From an optimization exercise on the open Yosys and OpenROAD flow, aimed at small area; shortcuts taken in it are not production practice. In this exercise RTL edits were held to simulation tests only and were not proved equivalent to the original. Power and IR drop assume default switching activity.

## MorseEncoder
module MorseEncoder(
	input  logic       clk,
	input  logic       rst_n,
	input  logic [4:0] address,
	output logic [7:0] read_data,
	input  logic       write_enable,
	input  logic [7:0] write_data,
	output logic [6:0] leds
	);
	localparam logic [2:0] S_IDLE  = 3'd0;
	localparam logic [2:0] S_LOAD  = 3'd1;
	localparam logic [2:0] S_CHECK = 3'd2;
	localparam logic [2:0] S_ON    = 3'd3;
	localparam logic [2:0] S_SHORT = 3'd5;
	localparam logic [2:0] S_LONG  = 3'd6;
	localparam logic [2:0] S_FIN   = 3'd7;
	logic [7:0]  data [0:31];
	logic [31:0] valid;
	logic [2:0] state;
	logic [4:0] index;    
	logic [2:0] elem;     
	logic [8:0] tmr;      
	logic idle, wr;
	assign idle = (state == S_IDLE);
	assign wr = idle && write_enable;
	logic [31:0] adec;
	always_comb for (int i = 0; i < 32; i++) adec[i] = (address == i);
	always_ff @(posedge clk) begin
		for (int i = 0; i < 32; i++)
			if (wr && adec[i]) data[i] <= write_data;
	end
	always_ff @(negedge rst_n or posedge clk) begin
		if (!rst_n) valid <= 32'd0;
		else if (state == S_FIN) valid <= 32'd0;
		else for (int i = 0; i < 32; i++)
			if (wr && adec[i]) valid[i] <= 1'b1;
	end
	logic [31:0] asel, isel;
	logic [7:0] ch;
	assign asel[0] = valid[0] && adec[0];
	assign isel[0] = valid[0] && index == 5'd0;
	assign asel[1] = valid[1] && adec[1];
	assign isel[1] = valid[1] && index == 5'd1;
	assign asel[2] = valid[2] && adec[2];
	assign isel[2] = valid[2] && index == 5'd2;
	assign asel[3] = valid[3] && adec[3];
	assign isel[3] = valid[3] && index == 5'd4;
	assign asel[4] = valid[4] && adec[4];
	assign isel[4] = valid[4] && index == 5'd9;
	assign asel[5] = valid[5] && adec[5];
	assign isel[5] = valid[5] && index == 5'd18;
	assign asel[6] = valid[6] && adec[6];
	assign isel[6] = valid[6] && index == 5'd5;
	assign asel[7] = valid[7] && adec[7];
	assign isel[7] = valid[7] && index == 5'd11;
	assign asel[8] = valid[8] && adec[8];
	assign isel[8] = valid[8] && index == 5'd22;
	assign asel[9] = valid[9] && adec[9];
	assign isel[9] = valid[9] && index == 5'd12;
	assign asel[10] = valid[10] && adec[10];
	assign isel[10] = valid[10] && index == 5'd25;
	assign asel[11] = valid[11] && adec[11];
	assign isel[11] = valid[11] && index == 5'd19;
	assign asel[12] = valid[12] && adec[12];
	assign isel[12] = valid[12] && index == 5'd7;
  ...
For scale: about 960 cells after synthesis, ~31 I/O pins, roughly 13000 um^2 of cells after synthesis.
export LEC_CHECK = 0
export CAP_MARGIN = 20
export CORE_MARGIN = 2
export CORE_UTILIZATION = 60
export SLEW_MARGIN = 20
create_clock -name core_clock -period 10.0 [get_ports {clk}]
standard.sh (not shown) runs the stock make flow with config.mk's settings and CLKGATE_MAP_FILE= SYNTH_SCRIPT=/design/flow/synth_recipe.tcl, a recipe that flattens the netlist after the stock synthesis.
==> flow/flow/run.sh <==
#!/bin/bash
# Standard ORFS layout, with an area-oriented ABC script in the (otherwise
# standard) synthesis, small port buffers and a lighter clock tree.
set -euo pipefail
HERE=$PWD
ABC_SCRIPT=$HERE/flow/area.abc
sed "s#log_cmd abc {\*}\$abc_args#log_cmd abc {*}[lreplace \$abc_args 1 1 $ABC_SCRIPT]#" \
  "$FLOW_HOME/scripts/synth.tcl" > synth_area.tcl
grep -q "$ABC_SCRIPT" synth_area.tcl
sed "s#source \$::env(SCRIPTS_DIR)/synth.tcl#source $HERE/synth_area.tcl#" synth_recipe.tcl > synth_recipe_area.tcl
grep -q "synth_area.tcl" synth_recipe_area.tcl
CTS="-sink_clustering_enable -repair_clock_nets -dont_use_dummy_load -buf_list sky130_fd_sc_hd__clkbuf_8 -sink_clustering_size 16 -sink_clustering_max_diameter 80"
bash standard.sh SYNTH_SCRIPT="$HERE/synth_recipe_area.tcl" \
  BUFFER_PORTS_ARGS="-buffer_cell sky130_fd_sc_hd__buf_1" \
  CTS_ARGS="$CTS" finish > standard.log 2>&1
==> flow/flow/area.abc <==
strash
&get -n
&fraig -x
&put
dc2
strash
&get -n
&dch -f
&nf -a -R 1000 -C 32 -p
&put
topo
stime -c
Change:
==> flow/flow/run.sh (replaced) <==
#!/bin/bash
set -e
bash standard.sh > standard.log 2>&1
--- a/flow/config.mk
+++ b/flow/config.mk
@@ -9,3 +9,3 @@
 export CORE_MARGIN = 2
-export CORE_UTILIZATION = 60
+export CORE_UTILIZATION = 40
 export SLEW_MARGIN = 20
removed: flow/flow/area.abc
Synthesized area grows by 14%.
Routed wire length grows by 70%.
Sequential cell count is unchanged.
Final cell count grows by 40%.
Total power grows by 26%.
Worst hold slack gets worse by 0.0084 ns.
Synthesized cell count grows by 35%.
Sequential share of layout area shrinks by 9.1 points.
Clock-buffer cell count grows by 26.

-- port drivers added, routing unchanged --
How much do the figures lean on ideal ports? The routed layouts below were timed once more, with nothing changed but the port constraints.
Step 1: set_driving_cell puts a clkbuf_16 on clk and a buf_2 on each other input, an assumption about the parent block.
Step 2 times the ports against the registers' clock, not the clock port: input delays grow and output delays shrink by t, the midpoint of the rising clock arrivals with the driver on.
Three values: no drivers, after step 1, after step 2; two values: the first two.
run | t, ns | setup slack, ns | latest minus earliest clock arrival (ns) | cell pins on the clock port's net
the first run | 0.614 | 2.701 / 2.673 / 2.673 | 0.057 / 0.058 | 1
the second run | 0.609 | 2.390 / 2.367 / 2.367 | 0.031 / 0.030 | 1
After both steps every run listed still meets setup and hold. For the first run, which loses most, drivers alone change the setup slack by -0.028 ns; drivers and shift together by -0.028 ns.
